This design comes from an exercise in tuning for small area, a short achievable clock period and few clock cycles per item on the open sky130 flow, not from production work. In this exercise RTL edits were held to simulation tests only and were not proved equivalent to the original.

File: run.sh
#!/bin/bash
# synth_recipe.tcl (not shown) runs the flow's synth.tcl, then flattens the netlist and writes it again
# the make line also repeats each setting of config.mk as NAME=value (left out here)
make -C /OpenROAD-flow-scripts/flow DESIGN_CONFIG=/design/flow/config.mk WORK_HOME=/design/flow/orfs CLKGATE_MAP_FILE= SYNTH_SCRIPT=/design/flow/synth_recipe.tcl finish
File: config.mk
export PLATFORM = sky130hd
export DESIGN_NAME = MyDesign
export DESIGN_NICKNAME = MyDesign
export VERILOG_FILES = /design/flow/design.v
export SDC_FILE = /design/flow/constraint.sdc
export NUM_CORES = 4
export LEC_CHECK = 0
export CAP_MARGIN = 20
export CORE_MARGIN = 2
export CORE_UTILIZATION = 40
export SLEW_MARGIN = 20
File: constraint.sdc
create_clock -name core_clock -period 12.0 [get_ports {clk}]
set_input_delay 2.4000 -clock core_clock [delete_from_list [all_inputs] [get_ports {clk}]]
set_output_delay 2.4000 -clock core_clock [all_outputs]
set_load 0.01 [all_outputs]
File: design.v
module conv_fsm (
  input   wire        dut_run                    ,
  input   wire        reset_b                    ,  
  input   wire        clk                        ,
  input   wire        end_of_input_data          ,  
  input   wire        final_calc                 ,  
  input   wire [2:0]  val_cntr_conv_itr          , 
  output reg          incr_weight_addr    ,
  output reg          en_weight_reg       ,
  output reg   [3:0]  ACC_enable          ,
  output reg   [3:0]  ACC_send            ,
  output reg   [3:0]  ACC_clear           ,
  output reg          en_col_incr         ,
  output reg          en_addr_incr_mode2  ,
  output reg          en_addr_incr_mode1  ,
  output reg          en_cntr_conv_itr    ,     
  output reg          read_N              ,
  output reg          dut_busy            ,
  output reg          val_incr_base_addr  ,
  output reg          matrix_done_flag    ,
  output reg          reset_datapath_n    ,
  output reg          trigger_fc_fsm
);
  reg    [4:0]      curr_state;
  reg    [4:0]      next_state;
  reg    [3:0]      ACC_enable_ini;
  reg               en_weight_reg_;
  localparam [4:0]      S_IDLE = 0, 
                        S_READ_WEIGHTS_0 = 1,
                        S_READ_WEIGHTS_1 = 2,
                        S_READ_WEIGHTS_2 = 3,
                        S_READ_WEIGHTS_3 = 4,
                        S_READ_WEIGHTS_4 = 5,
                        S_READ_N = 6,
                        S_CONV_INIT = 7,
                        S_CONV_CALC_0 = 8,
                        S_CONV_CALC_1 = 9,
                        S_CONV_CALC_2 = 10,
                        S_CONV_CALC_3 = 11,
                        S_CONV_CALC_4 = 12,
                        S_CONV_CALC_5 = 13,
                        S_CONV_CALC_6 = 14,
                        S_CONV_CALC_7 = 15,
                        S_NEXT_DATASET = 16;
  always @(posedge clk) begin
    if(!reset_b) begin
      curr_state <= S_IDLE;
    end
    else begin
      curr_state <= next_state;
    end
  end
  always @(*) begin
    dut_busy = 1; 
    en_weight_reg_ = 0;
    trigger_fc_fsm = 0;
    case(curr_state) 
        S_IDLE: begin
          {ACC_clear, ACC_enable_ini, ACC_send} = 12'h0;
          {en_col_incr, en_addr_incr_mode1, en_addr_incr_mode2} = 3'b0;
          {incr_weight_addr, en_cntr_conv_itr} = 2'b0;
          {read_N, val_incr_base_addr, matrix_done_flag} = 3'b000;
          dut_busy = 0;
          if(dut_run) begin
            reset_datapath_n = 0;
            next_state = S_READ_WEIGHTS_0;
            en_weight_reg_ = 1;
          end
          else begin
            reset_datapath_n = 1;
            next_state = S_IDLE;
          end
        end
        S_READ_WEIGHTS_0: begin
          {ACC_enable_ini, ACC_send} = 8'h0;
          {en_col_incr, en_addr_incr_mode1, en_addr_incr_mode2} = 3'b0;
          {en_cntr_conv_itr} = 1'b0;
          {matrix_done_flag, reset_datapath_n} = 2'b01;
          read_N = 0;
          ACC_clear = 4'h0;
          val_incr_base_addr = 0;
          en_weight_reg_  = 1;
          incr_weight_addr = 1;
            next_state = S_READ_WEIGHTS_1;
        end
        S_READ_WEIGHTS_1: begin
          {ACC_enable_ini, ACC_send} = 8'h0;
          {en_col_incr, en_addr_incr_mode1, en_addr_incr_mode2} = 3'b0;
          {en_cntr_conv_itr} = 1'b0;
          {matrix_done_flag, reset_datapath_n} = 2'b01;
          read_N = 0;
          ACC_clear = 4'h0;
          val_incr_base_addr = 0;
          en_weight_reg_  = 1;
          incr_weight_addr = 1;
          next_state = S_READ_WEIGHTS_2;
        end
        S_READ_WEIGHTS_2: begin
          {ACC_enable_ini, ACC_send} = 8'h0;
          {en_col_incr, en_addr_incr_mode1, en_addr_incr_mode2} = 3'b0;
          {en_cntr_conv_itr} = 1'b0;
          {matrix_done_flag, reset_datapath_n} = 2'b01;
          read_N = 0;
          ACC_clear = 4'h0;
          val_incr_base_addr = 0;
          en_weight_reg_  = 1;
          incr_weight_addr = 1;
          next_state = S_READ_WEIGHTS_3;
        end
        S_READ_WEIGHTS_3: begin
          {ACC_enable_ini, ACC_send} = 8'h0;
          {en_col_incr, en_addr_incr_mode1, en_addr_incr_mode2} = 3'b0;
          {en_cntr_conv_itr} = 1'b0;
          {matrix_done_flag, reset_datapath_n} = 2'b01;
          read_N = 0;
          ACC_clear = 4'h0;
          val_incr_base_addr = 0;
          en_weight_reg_  = 1;
          incr_weight_addr = 1;
          next_state = S_READ_WEIGHTS_4;
        end
        S_READ_WEIGHTS_4: begin
          {ACC_enable_ini, ACC_send} = 8'h0;
          {en_col_incr, en_addr_incr_mode1, en_addr_incr_mode2} = 3'b0;
          {en_cntr_conv_itr} = 1'b0;
          {matrix_done_flag, reset_datapath_n} = 2'b01;
          read_N = 0;
          ACC_clear = 4'h0;
          val_incr_base_addr = 0;
          en_weight_reg_  = 1;
          incr_weight_addr = 1;
            read_N = 1;
            ACC_clear = 4'hF;
            val_incr_base_addr = 1;
            next_state = S_READ_N;
        end
        S_READ_N: begin 
          {ACC_clear, ACC_send} = 8'h0;
          {en_col_incr, en_addr_incr_mode2} = 2'b0;
          {incr_weight_addr, en_cntr_conv_itr} = 2'b0;
          {read_N, val_incr_base_addr, matrix_done_flag,reset_datapath_n} = 4'b0001;
          if(end_of_input_data) begin 
            ACC_enable_ini = 4'h0;
            en_addr_incr_mode1 = 0;
            next_state = S_IDLE;
          end
          else begin 
            ACC_enable_ini =  4'b0011;
            en_addr_incr_mode1 = 1;
            read_N = 1;
            next_state = S_CONV_INIT;
          end
        end
        S_CONV_INIT: begin  
          {ACC_clear, ACC_enable_ini, ACC_send} = 12'h030;
          {en_col_incr, en_addr_incr_mode1, en_addr_incr_mode2} = 3'b010;
          {incr_weight_addr, en_cntr_conv_itr} = 2'b01;
          {read_N, val_incr_base_addr, matrix_done_flag,reset_datapath_n} = 4'b0001;
          next_state = S_CONV_CALC_1;
        end
        S_CONV_CALC_0: begin 
          {ACC_clear, ACC_enable_ini, ACC_send} = 12'hC3C;
          {en_col_incr, en_addr_incr_mode1, en_addr_incr_mode2} = 3'b010;
          {incr_weight_addr, en_cntr_conv_itr} = 2'b01;
          {read_N, val_incr_base_addr, matrix_done_flag,reset_datapath_n} = 4'b0001;
          next_state = S_CONV_CALC_1;
        end
        S_CONV_CALC_1: begin 
          {ACC_clear, ACC_enable_ini, ACC_send} = 12'h0F0;
          {en_col_incr, en_addr_incr_mode1, en_addr_incr_mode2} = 3'b110;
          {incr_weight_addr, en_cntr_conv_itr} = 2'b01;
          {read_N, val_incr_base_addr, matrix_done_flag,reset_datapath_n} = 4'b0001;
          next_state = S_CONV_CALC_2;
        end
        S_CONV_CALC_2: begin 
          {ACC_clear, ACC_send} = 8'h0;
          {en_col_incr, en_addr_incr_mode1, en_addr_incr_mode2} = 3'b010;
          {incr_weight_addr, en_cntr_conv_itr} = 2'b01;
          {read_N, val_incr_base_addr, matrix_done_flag,reset_datapath_n} = 4'b0001;
            ACC_enable_ini = 4'hF;
          next_state = S_CONV_CALC_3;
          end
        S_CONV_CALC_3: begin 
          {ACC_clear, ACC_send} = 8'h0;
          {en_col_incr, en_addr_incr_mode1, en_addr_incr_mode2} = 3'b010;
          {incr_weight_addr, en_cntr_conv_itr} = 2'b01;
          {read_N, val_incr_base_addr, matrix_done_flag,reset_datapath_n} = 4'b0001;
          ACC_enable_ini = 4'hF;
          next_state = S_CONV_CALC_4;
          end
        S_CONV_CALC_4: begin 
          {ACC_clear, ACC_send} = 8'h0;
          {en_col_incr, en_addr_incr_mode1, en_addr_incr_mode2} = 3'b010;
          {incr_weight_addr, en_cntr_conv_itr} = 2'b01;
          {read_N, val_incr_base_addr, matrix_done_flag,reset_datapath_n} = 4'b0001;
          ACC_enable_ini = 4'hF;
          next_state = S_CONV_CALC_5;
          end
        S_CONV_CALC_5: begin 
          {ACC_clear, ACC_send} = 8'h0;
          {en_col_incr, en_addr_incr_mode1, en_addr_incr_mode2} = 3'b010;
          {incr_weight_addr, en_cntr_conv_itr} = 2'b01;
          {read_N, val_incr_base_addr, matrix_done_flag,reset_datapath_n} = 4'b0001;
          ACC_enable_ini = 4'hC;
          next_state = S_CONV_CALC_6;
          end
        S_CONV_CALC_6: begin 
          {ACC_clear, ACC_enable_ini, ACC_send} = 12'h3C3;
          {en_col_incr, en_addr_incr_mode1, en_addr_incr_mode2} = 3'b001;
          {incr_weight_addr, en_cntr_conv_itr} = 2'b01;
          {read_N, val_incr_base_addr, matrix_done_flag,reset_datapath_n} = 4'b0001;
          next_state = S_CONV_CALC_7;
        end
        S_CONV_CALC_7: begin 
          {ACC_clear, ACC_send} = 8'h0;
          {en_col_incr, en_addr_incr_mode1, en_addr_incr_mode2} = 3'b010;
          {incr_weight_addr, en_cntr_conv_itr} = 2'b01;
          {read_N, val_incr_base_addr, matrix_done_flag,reset_datapath_n} = 4'b0001;
          if(final_calc) begin 
            ACC_enable_ini = 4'h0;
            next_state = S_NEXT_DATASET;
          end
          else begin
            ACC_enable_ini = 4'h3;
            next_state = S_CONV_CALC_0;
          end
        end
        S_NEXT_DATASET : begin
          {ACC_send} = 4'hC;
          {en_col_incr, en_addr_incr_mode2} = 2'b00;
          {incr_weight_addr, en_cntr_conv_itr} = 2'b00;
          {read_N, val_incr_base_addr, matrix_done_flag,reset_datapath_n} = 4'b1011;
          if(end_of_input_data) begin
            ACC_enable_ini = 4'h0;
            ACC_clear = 4'h0;
            en_addr_incr_mode1 = 0;
            next_state = S_IDLE;
          end
          else begin
            ACC_enable_ini = 4'h3;
            ACC_clear = 4'hC;
            en_addr_incr_mode1 = 1;
            next_state = S_CONV_INIT;
          end
        end
        default: begin
          {ACC_clear, ACC_enable_ini, ACC_send} = 12'h0;
          {en_col_incr, en_addr_incr_mode1, en_addr_incr_mode2} = 3'b0;
          {incr_weight_addr, en_cntr_conv_itr} = 2'b0;
          {read_N, val_incr_base_addr, matrix_done_flag} = 3'b000;
          reset_datapath_n = 1;
          next_state = S_IDLE;
        end
    endcase
  end
  always @(posedge clk) begin
    if(!reset_b) begin
      ACC_enable <= 0;
      en_weight_reg <= 0;
    end
    else begin
      ACC_enable <= ACC_enable_ini;
      en_weight_reg <= en_weight_reg_;
    end
  end
endmodule
module MyDesign (
  input   wire dut_run                    , 
  output  wire dut_busy                   ,
  input   wire reset_b                    ,  
  input   wire clk                        ,
  output wire               input_sram_write_enable    ,
  output wire       [11:0] input_sram_write_addresss   ,
  output wire       [15:0] input_sram_write_data      ,
  output reg        [11:0] input_sram_read_address    ,
  input wire [15:0] input_sram_read_data       ,
  output wire       output_sram_write_enable    ,
  output reg [11:0] output_sram_write_addresss   ,
  output wire[15:0] output_sram_write_data      ,
  output wire[11:0] output_sram_read_address    ,
  input wire [15:0] output_sram_read_data       ,
  output wire       scratchpad_sram_write_enable    ,
  output wire[11:0] scratchpad_sram_write_addresss   ,
  output wire[15:0] scratchpad_sram_write_data      ,
  output wire[11:0] scratchpad_sram_read_address    ,
  input wire [15:0] scratchpad_sram_read_data       ,
  output wire              weights_sram_write_enable    ,
  output wire       [11:0] weights_sram_write_addresss   ,
  output wire       [15:0] weights_sram_write_data      ,
  output wire       [11:0] weights_sram_read_address    ,
  input wire        [15:0] weights_sram_read_data       
);
  reg signed  [7:0]  conv_weights [0:9];
  reg         [6:0]  row, N;
  reg         [5:0]  col;       
  reg         [11:0] base_ptr;
  reg   [11:0] addr_conv_weights;
  reg   [2:0]  iteration_cntr_val;
  reg signed [19:0] accumulators [0:3];
  reg signed [7:0]   Weight_H [0:3];
  reg signed [7:0]   Weight_L [0:3];
  reg signed [7:0]   maxPooling_input [0:3];
  reg  [1:0]   val_max_pooling_itr;
  reg                trigger_mp_delayed_1;
  reg                trigger_mp_delayed_3;
  reg signed [7:0]   maxPooling_output [0:1];
  reg [3:1]          matrix_done_flag_delayed;
  wire           en_weight_reg;                                 
  wire         incr_weight_addr;
  wire   [2:0] counter_conv_weights;
  wire   [11:0] addr_fc_weights;
  wire   [3:0]  ACC_Enable;
  wire   [3:0]  ACC_Send;
  wire   [3:0]  ACC_Clear;
  wire          en_col_incr;
  wire          en_addr_incr_mode1;
  wire          en_addr_incr_mode2;
  wire          read_N;
  wire          stop_conv;
  wire          val_incr_base_addr;
  wire          matrix_done_flag;
  wire          reset_datapath_n;
  wire          trigger_fc_fsm;
  wire          fsm_busy;
  wire          en_iteration_cntr;
  wire          iteration_cntr_flag;
  wire          is_last_iteration; 
  wire          reset_reg;
  wire signed [15:0]  mult_H   [0:3];
  wire signed [15:0]  mult_L   [0:3];
  wire signed [7:0]   maxPooling_compute_H;
  wire signed [7:0]   maxPooling_compute_L;
  wire [7:0]    conv_ReLu [0:3];
  wire          trigger_mp_H;
  wire          trigger_mp_L;
assign reset_reg = reset_b&reset_datapath_n;
 always @(posedge clk) begin
  if(!(reset_reg)) begin
    addr_conv_weights <= 0;
  end
  else begin
    addr_conv_weights <= addr_conv_weights + incr_weight_addr;
  end
 end
 assign addr_fc_weights = 0;
 assign weights_sram_read_address= (en_weight_reg)?addr_conv_weights:addr_fc_weights;
always @(posedge clk) begin
  if(en_weight_reg) begin
    conv_weights[0] <= weights_sram_read_data[15:8];  
    conv_weights[1] <= weights_sram_read_data[7:0];
    conv_weights[2] <= conv_weights[0];
    conv_weights[4] <= conv_weights[2];
    conv_weights[6] <= conv_weights[4];
    conv_weights[8] <= conv_weights[6]; 
    conv_weights[3] <= conv_weights[1];
    conv_weights[5] <= conv_weights[3];
    conv_weights[7] <= conv_weights[5];
    conv_weights[9] <= conv_weights[7];
  end
end
always @(posedge clk) begin
  if(!(reset_reg)) begin
    iteration_cntr_val <= 0;
  end
  else begin
    iteration_cntr_val <= iteration_cntr_val + en_iteration_cntr;
  end
end
conv_fsm CONV_FSM(
  .dut_run(dut_run),
  .reset_b(reset_b),  
  .clk(clk),
  .incr_weight_addr(incr_weight_addr),
  .end_of_input_data(stop_conv), 
  .final_calc(is_last_iteration),
  .val_cntr_conv_itr(iteration_cntr_val),
  .en_weight_reg(en_weight_reg),
  .ACC_enable(ACC_Enable),
  .ACC_send(ACC_Send),
  .ACC_clear(ACC_Clear),
  .en_col_incr(en_col_incr),
  .en_addr_incr_mode2(en_addr_incr_mode2),
  .en_addr_incr_mode1(en_addr_incr_mode1),
  .en_cntr_conv_itr(en_iteration_cntr),     
  .read_N(read_N),
  .dut_busy(fsm_busy),
  .val_incr_base_addr(val_incr_base_addr),
  .matrix_done_flag(matrix_done_flag),
  .reset_datapath_n(reset_datapath_n),
  .trigger_fc_fsm(trigger_fc_fsm)
);
always @(posedge clk) begin 
  if(!(reset_reg)) begin 
     N <= 0;
     base_ptr <= 0;
  end
  else if(read_N) begin 
     N <= input_sram_read_data[7:0];
     base_ptr <= input_sram_read_address + val_incr_base_addr;
  end
end
assign stop_conv = (input_sram_read_data == 16'hFFFF);
assign is_last_iteration = ((row == (N-2))&(col == 0 ));
always @(posedge clk) begin 
  if(!(reset_reg)|(read_N)) begin 
     row <= 0;
     col <= 0;
  end
  else if(en_col_incr) begin 
     if(col == (N>>1)-2) begin 
      row <= row + 2;
      col <= 0;
     end
     else 
      col <= col + 1;
  end
end
assign input_sram_write_enable = 0;
assign input_sram_write_addresss = 0;
assign input_sram_write_data = 0;
assign output_sram_read_address = 0;
assign scratchpad_sram_write_enable = 0;
assign scratchpad_sram_write_addresss = 0;
assign scratchpad_sram_write_data = 0;
assign scratchpad_sram_read_address = 0;
assign weights_sram_write_enable = 0;
assign weights_sram_write_addresss = 0;
assign weights_sram_write_data = 0;
always @(posedge clk) begin 
  if(!(reset_reg)) 
     input_sram_read_address <= 0;
  else if(en_addr_incr_mode2) begin 
     if(is_last_iteration)
      input_sram_read_address <= input_sram_read_address + 1;
     else
      input_sram_read_address <= col + row*(N>>1) + base_ptr;
  end
  else if(read_N|(en_addr_incr_mode1&(!en_iteration_cntr))) 
      input_sram_read_address <= input_sram_read_address + 1;
  else if(en_addr_incr_mode1)
     input_sram_read_address <= input_sram_read_address + ((!(iteration_cntr_val[0]))?((N>>1) -1):1);
end
always @(*) begin
  if(iteration_cntr_val == 3'b000) 
    Weight_H[0] = conv_weights[8];
  else if(iteration_cntr_val == 3'b001) 
    Weight_H[0] = conv_weights[6];
  else if(iteration_cntr_val == 3'b010) 
    Weight_H[0] = conv_weights[7];
  else if(iteration_cntr_val == 3'b011) 
    Weight_H[0] = conv_weights[5];
  else if(iteration_cntr_val == 3'b100) 
    Weight_H[0] = conv_weights[2];
  else if(iteration_cntr_val == 3'b101) 
    Weight_H[0] = conv_weights[0];
  else
    Weight_H[0] = 0;
end
always @(*) begin
  if(iteration_cntr_val == 3'b000) 
    Weight_L[0] = conv_weights[9];
  else if(iteration_cntr_val == 3'b010) 
    Weight_L[0] = conv_weights[4];
  else if(iteration_cntr_val == 3'b100) 
    Weight_L[0] = conv_weights[3];
  else 
    Weight_L[0] = 0;
end
always @(*) begin
  if(iteration_cntr_val == 3'b001) 
    Weight_H[1] = conv_weights[9];
  else if(iteration_cntr_val == 3'b011) 
    Weight_H[1] = conv_weights[4];
  else if(iteration_cntr_val == 3'b101) 
    Weight_H[1] = conv_weights[3];
  else
    Weight_H[1] = 0;
end
always @(*) begin
  if(iteration_cntr_val == 3'b000) 
    Weight_L[1] = conv_weights[8];
  else if(iteration_cntr_val == 3'b001) 
    Weight_L[1] = conv_weights[6];
  else if(iteration_cntr_val == 3'b010) 
    Weight_L[1] = conv_weights[7];
  else if(iteration_cntr_val == 3'b011) 
    Weight_L[1] = conv_weights[5];
  else if(iteration_cntr_val == 3'b100) 
    Weight_L[1] = conv_weights[2];
  else if(iteration_cntr_val == 3'b101) 
    Weight_L[1] = conv_weights[0];
  else
    Weight_L[1] = 0;
end
always @(*) begin
  if(iteration_cntr_val == 3'b010) 
    Weight_H[2] = conv_weights[8];
  else if(iteration_cntr_val == 3'b011) 
    Weight_H[2] = conv_weights[6];
  else if(iteration_cntr_val == 3'b100) 
    Weight_H[2] = conv_weights[7];
  else if(iteration_cntr_val == 3'b101) 
    Weight_H[2] = conv_weights[5];
  else if(iteration_cntr_val == 3'b110) 
    Weight_H[2] = conv_weights[2];
  else if(iteration_cntr_val == 3'b111) 
    Weight_H[2] = conv_weights[0];
  else
    Weight_H[2] = 0;
end
always @(*) begin
  if(iteration_cntr_val == 3'b010) 
    Weight_L[2] = conv_weights[9];
  else if(iteration_cntr_val == 3'b100) 
    Weight_L[2] = conv_weights[4];
  else if(iteration_cntr_val == 3'b110) 
    Weight_L[2] = conv_weights[3];
  else 
    Weight_L[2] = 0;
end
always @(*) begin
  if(iteration_cntr_val == 3'b011) 
    Weight_H[3] = conv_weights[9];
  else if(iteration_cntr_val == 3'b101) 
    Weight_H[3] = conv_weights[4];
  else if(iteration_cntr_val == 3'b111) 
    Weight_H[3] = conv_weights[3];
  else
    Weight_H[3] = 0;
end
always @(*) begin
  if(iteration_cntr_val == 3'b010) 
    Weight_L[3] = conv_weights[8];
  else if(iteration_cntr_val == 3'b011) 
    Weight_L[3] = conv_weights[6];
  else if(iteration_cntr_val == 3'b100) 
    Weight_L[3] = conv_weights[7];
  else if(iteration_cntr_val == 3'b101) 
    Weight_L[3] = conv_weights[5];
  else if(iteration_cntr_val == 3'b110) 
    Weight_L[3] = conv_weights[2];
  else if(iteration_cntr_val == 3'b111) 
    Weight_L[3] = conv_weights[0];
  else
    Weight_L[3] = 0;
end
assign mult_H[0] = {{8{input_sram_read_data[15]}}, input_sram_read_data[15:8]} 
                    * {{8{Weight_H[0][7]}}, Weight_H[0]};
assign mult_L[0] = {{8{input_sram_read_data[7]}}, input_sram_read_data[7:0]} 
                    * {{8{Weight_L[0][7]}},  Weight_L[0]};
always @(posedge clk) begin 
  if(ACC_Clear[0])
    accumulators[0] <= 0;
  else if(ACC_Enable[0])
    accumulators[0] <= accumulators[0] + mult_H[0] 
                    + ((iteration_cntr_val[0] == 0)?mult_L[0]:0);
end
assign conv_ReLu[0] = (accumulators[0]> 20'sd0)?((accumulators[0] < 20'sd127)
                      ?accumulators[0][7:0]:20'sd127):20'sd0;
assign mult_H[1] = {{8{input_sram_read_data[15]}}, input_sram_read_data[15:8]}
                   * {{8{Weight_H[1][7]}}, Weight_H[1]};
assign mult_L[1] = {{8{input_sram_read_data[7]}}, input_sram_read_data[7:0]}
                   * {{8{Weight_L[1][7]}},  Weight_L[1]};
always @(posedge clk) begin 
  if(ACC_Clear[1])
    accumulators[1] <= 0;
  else if(ACC_Enable[1])
    accumulators[1] <= accumulators[1] 
                    + ((iteration_cntr_val[0] == 1)?mult_H[1]:0) + mult_L[1];
end
assign conv_ReLu[1] = (accumulators[1]> 20'sd0)?((accumulators[1] < 20'sd127)
                      ?accumulators[1][7:0]:20'sd127):20'sd0;
assign mult_H[2] = {{8{input_sram_read_data[15]}}, input_sram_read_data[15:8]}
                   * {{8{Weight_H[2][7]}}, Weight_H[2]};
assign mult_L[2] = {{8{input_sram_read_data[7]}}, input_sram_read_data[7:0]}
                   * {{8{Weight_L[2][7]}},  Weight_L[2]};
always @(posedge clk) begin 
  if(ACC_Clear[2])
    accumulators[2] <= 0;
  else if(ACC_Enable[2])
    accumulators[2] <= accumulators[2] + mult_H[2] 
                      + ((iteration_cntr_val[0] == 0)?mult_L[2]:0);
end
assign conv_ReLu[2] = (accumulators[2]> 20'sd0)?((accumulators[2] < 20'sd127)
                      ?accumulators[2][7:0]:20'sd127):20'sd0;
assign mult_H[3] = {{8{input_sram_read_data[15]}}, input_sram_read_data[15:8]}
                   * {{8{Weight_H[3][7]}}, Weight_H[3]};
assign mult_L[3] = {{8{input_sram_read_data[7]}}, input_sram_read_data[7:0]}
                   * {{8{Weight_L[3][7]}},  Weight_L[3]};
always @(posedge clk) begin 
  if(ACC_Clear[3])
    accumulators[3] <= 0;
  else if(ACC_Enable[3])
    accumulators[3] <= accumulators[3] 
                    + ((iteration_cntr_val[0] == 1)?mult_H[3]:0) + mult_L[3];
end
assign conv_ReLu[3] = (accumulators[3]> 20'sd0)?((accumulators[3] < 20'sd127)
                      ?accumulators[3][7:0]:20'sd127):20'sd0;
assign trigger_mp_H = |ACC_Send[1:0];  
assign trigger_mp_L = |ACC_Send[3:2];  
always @(posedge clk) begin
  if(!(reset_reg)) begin
    trigger_mp_delayed_1 <= 0;
    trigger_mp_delayed_3 <= 0;
  end
  else begin
    trigger_mp_delayed_1 <= (trigger_mp_H|trigger_mp_L);
    trigger_mp_delayed_3 <= trigger_mp_delayed_1;
  end
end
always @(posedge clk) begin
  if(!(reset_reg)) begin
    matrix_done_flag_delayed <= 3'b0;
  end
  else begin
    matrix_done_flag_delayed <= {matrix_done_flag_delayed[2:1],matrix_done_flag};
  end
end
always @(posedge clk) begin 
  if(!(reset_reg)) begin
    maxPooling_input[0] <= 0;
    maxPooling_input[1] <= 0;
    maxPooling_input[2] <= 0;
    maxPooling_input[3] <= 0;
  end
  else if(trigger_mp_H) begin 
    maxPooling_input[0] <= conv_ReLu[0];
    maxPooling_input[1] <= conv_ReLu[1];
  end
  else if(trigger_mp_L) begin 
    maxPooling_input[2] <= conv_ReLu[2];
    maxPooling_input[3] <= conv_ReLu[3];
  end
end
assign maxPooling_compute_H = (maxPooling_input[1] > maxPooling_input[0])
                            ?maxPooling_input[1]:maxPooling_input[0];
assign maxPooling_compute_L = (maxPooling_input[3] > maxPooling_input[2])
                            ?maxPooling_input[3]:maxPooling_input[2];
always @(posedge clk) begin
  if(!(reset_reg))
    maxPooling_output[0] <= 0;
  else if(trigger_mp_delayed_1 &(val_max_pooling_itr[1] == 0)) begin
    maxPooling_output[0] <= (maxPooling_compute_H > maxPooling_compute_L)?
                            maxPooling_compute_H:maxPooling_compute_L;
  end
end
always @(posedge clk) begin
  if(!(reset_reg))
    maxPooling_output[1] <= 0;
  else if(trigger_mp_delayed_1 &(val_max_pooling_itr[1] == 1)) begin
    maxPooling_output[1] <= (maxPooling_compute_H > maxPooling_compute_L)?
                            maxPooling_compute_H:maxPooling_compute_L;
  end
end
always @(posedge clk) begin
  if(!(reset_reg&(!matrix_done_flag_delayed[2]))) begin
    val_max_pooling_itr <= 0;
  end
  else if(trigger_mp_delayed_3) begin
    val_max_pooling_itr <= val_max_pooling_itr + 1;
  end
end
assign dut_busy = fsm_busy | matrix_done_flag_delayed[1] | matrix_done_flag_delayed[2];
assign output_sram_write_enable = (!trigger_fc_fsm)?1:0;
assign output_sram_write_data[15:8] = maxPooling_output[0];
assign output_sram_write_data[7:0] = (matrix_done_flag_delayed[2])
                                      ?0:maxPooling_output[1];
always @(posedge clk) begin 
  if(!(reset_reg))
    output_sram_write_addresss <= 0;
  else if(((trigger_mp_delayed_3)&(val_max_pooling_itr == 2'b11))
          |(matrix_done_flag_delayed[2]))
    output_sram_write_addresss <= output_sram_write_addresss + 1;
end
endmodule
==> results.json <==
{
  "clockBufferDepth": 3,
  "antenna_left": 0,
  "tritoncts": "yes",
  "htreeDepth": 2,
  "die_area_um2": 109600,
  "async_flop_share_pct": 0,
  "holdPathEnd": "conv_weights[3][5]",
  "hp-start": "conv_weights[1][5]",
  "report.final.setup_viol": 0,
  "numCtsBuffers": 41,
  "synth-edff-count": 80,
  "reg_top3": "accumulators (80), conv_weights (80), maxPooling_input (32)",
  "vias": 30760,
  "worstRegToRegCells": 39,
  "start_kind": "input pin",
  "dpl.hpwl_um": 76960,
  "insertion_delay_ns": 0.63,
  "antenna_found_initial": 1,
  "ys_warn_count": 8,
  "cp.arrival_ns": 11.82,
  "ctsHoldBuffers": 0,
  "area_growth_pct": 8.767,
  "clk_pin_slew_ns": 0.06,
  "fp.dieH_um": 331.0,
  "status": "complete, no violations",
  "slew_headroom_pct": 27.14,
  "viasPerCell": 4.946,
  "grt_pass1_vias": 31030,
  "rsz0062_at_grt": "no",
  "path_max_fanout": 25,
  "yosys.cell_types.count": 91,
  "yosysSeqAreaShare_pct": 15.54,
  "portBuffers": 87,
  "tns_ns": 0,
  "die_x_um": 331.0,
  "synth-xor-area-share_pct": 4.666,
  "final_net_count": 5901,
  "synth_simple_gate_area_share_pct": 15.44,
  "hold_depth": 0,
  "cpPeakStageDelay_ns": 0.53,
  "slowest_stage": "fa_1",
  "drv_slew": 0,
  "fin_crit_sh_pct": 93.84,
  "cp.required_ns": 12.56,
  "design.core.area_um2": 105700,
  "final_common_cell": "inv_1",
  "path_class": "input pin to flop",
  "root_buffer": "clkbuf_16",
  "clock_skew_ns": 0.02377,
  "syn_avg_cell_area_um2": 8.966,
  "synthMuxAreaShare_pct": 2.925,
  "synth-compound-area-share_pct": 7.864,
  "drive_gt1_share_pct": 4.601,
  "r2r_start": "iteration_cntr_val[2]",
  "rows": 119,
  "synth_top_cell_by_area": "fa_1",
  "cap_viol_max_count": 0,
  "wl_um": 97210,
  "hold_viol_final": 0,
  "cts-resized-gates": 0,
  "tightest_slew_ns": 1.093,
  "clock_sinks": 292,
  "crit_top_cell": "fa_1",
  "globalplace.congestion": 0.8397,
  "grt_max_degree": 91,
  "syn-cell-area_um2": 42770,
  "synth_top_family_by_area": "adder cells",
  "synth_top_flop_cell": "dfxtp_1",
  "max_freq_ghz": 0.08880,
  "synth.area.top_cells": "fa_1 (30%), ha_1 (12%), dfxtp_1 (9.9%)",
  "final_cell_mix": "inv_1 (926), fa_1 (638), ha_1 (404)",
  "r2r_slack_ns": 1.16,
  "cp-end-kind": "flop",
  "initial_core_util_pct": 40.46,
  "netlist.area_leader.share_pct": 29.86,
  "drt-pass1-iter-count": 5,
  "grt_pass1_wl_um": 160800,
  "cts_setup_buffers": 0,
  "avgRoutedWirePerCell_um": 15.63,
  "grt_usage_pct": 18.20,
  "period_minus_slack_ns": 11.26,
  "synthCells": 4770,
  "pin_count": 232,
  "fillCellCount": 10430,
  "drt_iter0_markers": 1522,
  "synth_seq_cells": 292,
  "synth_fa_ha_area_share_pct": 41.68,
  "overflow": 0,
  "drc": 0,
  "reg2reg_to": "accumulators[2][19]",
  "hold_class": "flop to flop"
}
## routing by layer
layer  wire [µm]  track usage, %  vias to the layer above
met2       45340           30.33                      570
met1       45460           25.06                    15310
met4        2323           4.945                        0
met3        4087           2.120                      101
met5           0               0                        -
li1            -               -                    14780
## worst max-delay path by stage
| stage | end | startpoint | slack, ns | depth (start not counted) |
|---|---|---|---|---|
| 6_report | accumulators[3][19] | input_sram_read_data[11] | 0.74 | 35 |
| 5_1_grt | accumulators[2][19] | input_sram_read_data[0] | 0.22 | 40 |
| 4_1_cts | accumulators[2][19] | input_sram_read_data[0] | 0.78 | 40 |
| 3_5_place_dp | accumulators[2][19] | input_sram_read_data[0] | 0.14 | 40 |
| 3_3_place_gp | accumulators[2][19] | input_sram_read_data[0] | 0.16 | 40 |
| 2_1_floorplan | accumulators[3][19] | input_sram_read_data[15] | 1.29 | 35 |
## cell families after synthesis
family                   count (synthesis)
AO/OA/AOI/OAI                          515
XOR/XNOR                               223
adder cells (fa/ha/maj)               1042
buffers and inverters                 1225
flip-flops                             292
multiplexers                           123
other                                    2
AND/OR/NAND/NOR                       1348
## through the flow
step / std cells / cell area [µm²] / utilization [%] / hold WS (ns) / worst slack, ns
floorplan: 4880 / 43180 / - / 0.4003 / 1.292
detailed placement: 6140 / 45060 / 42.63 / 0.4045 / 0.1357
CTS: 6216 / 46500 / 43.99 / 0.4185 / 0.7771
finish: 6218 / 46520 / 44.01 / 0.4167 / 0.7394
global placement: 6140 / 45060 / 42.62 / 0.4038 / 0.1610
global route: 6216 / 46510 / 44.00 / 0.4256 / 0.2225
## critical path, delay by kind of cell
| family | cells | cell delay, ns |
|---|---|---|
| fa+ha+maj | 11 | 4.99 |
| compound gates | 6 | 1.37 |
| buf+inv | 7 | 0.96 |
| simple gates | 9 | 1.82 |
| xor+xnor | 2 | 0.26 |
## final cells by class
| class | instances | area (µm²) | area share, % |
|---|---|---|---|
| multi-input combinational | 3363 | 31530 | 67.77 |
| inverter | 928 | 3483 | 7.488 |
| tap | 1391 | 1740 | 3.741 |
| clock buffer | 47 | 1079 | 2.318 |
| timing repair buffer | 166 | 1664 | 3.577 |
| clock inverter | 29 | 364.1 | 0.7827 |
| sequential | 292 | 6658 | 14.31 |
| antenna | 2 | 5.005 | 0.01076 |
## synthesized netlist by cell type, types with 29 or more instances
| master | instances |
|---|---|
| xnor2_1 | 141 |
| nor3_1 | 52 |
| nor2b_1 | 80 |
| and3_1 | 51 |
| nor2_1 | 307 |
| nand2_1 | 395 |
| clkbuf_1 | 137 |
| a21o_1 | 43 |
| mux2i_1 | 107 |
| a211oi_1 | 29 |
| xor2_1 | 79 |
| a21oi_1 | 147 |
| dfxtp_1 | 212 |
| buf_2 | 34 |
| nand2b_1 | 61 |
| buf_4 | 116 |
| ha_1 | 404 |
| inv_1 | 926 |
| and2_1 | 231 |
| nand3_1 | 68 |
| fa_1 | 638 |
| edfxtp_1 | 80 |
| o21ai_0 | 96 |
Testbench counts, summed over its fixed seeds: cycles 127,852, items 15,932.

==> static timing again, ports no longer ideal <==
The results above use ideal ports. As a check the final layout listed here was re-extracted and re-timed, cells and wires unchanged.
Step 1 assumes that a clkbuf_16 drives the clock port and a buf_2 every other input.
Step 2 times the ports against the registers' clock, not the clock port: input delays grow and output delays shrink by t, the midpoint of the rising clock arrivals with the driver on.
Slacks: ideal ports / drivers / drivers and shift; pairs: ideal ports / drivers.
t, ns: 0.692
setup slack, ns: 0.739 / 0.786 / 0.094
worst register clock-pin slew, ns: 0.06 / 0.06
worst data-port slew with drivers (ns): 0.07
After both steps this run still meets setup and hold. The setup slack of this run moves by +0.047 ns with the drivers and by -0.645 ns with both steps.
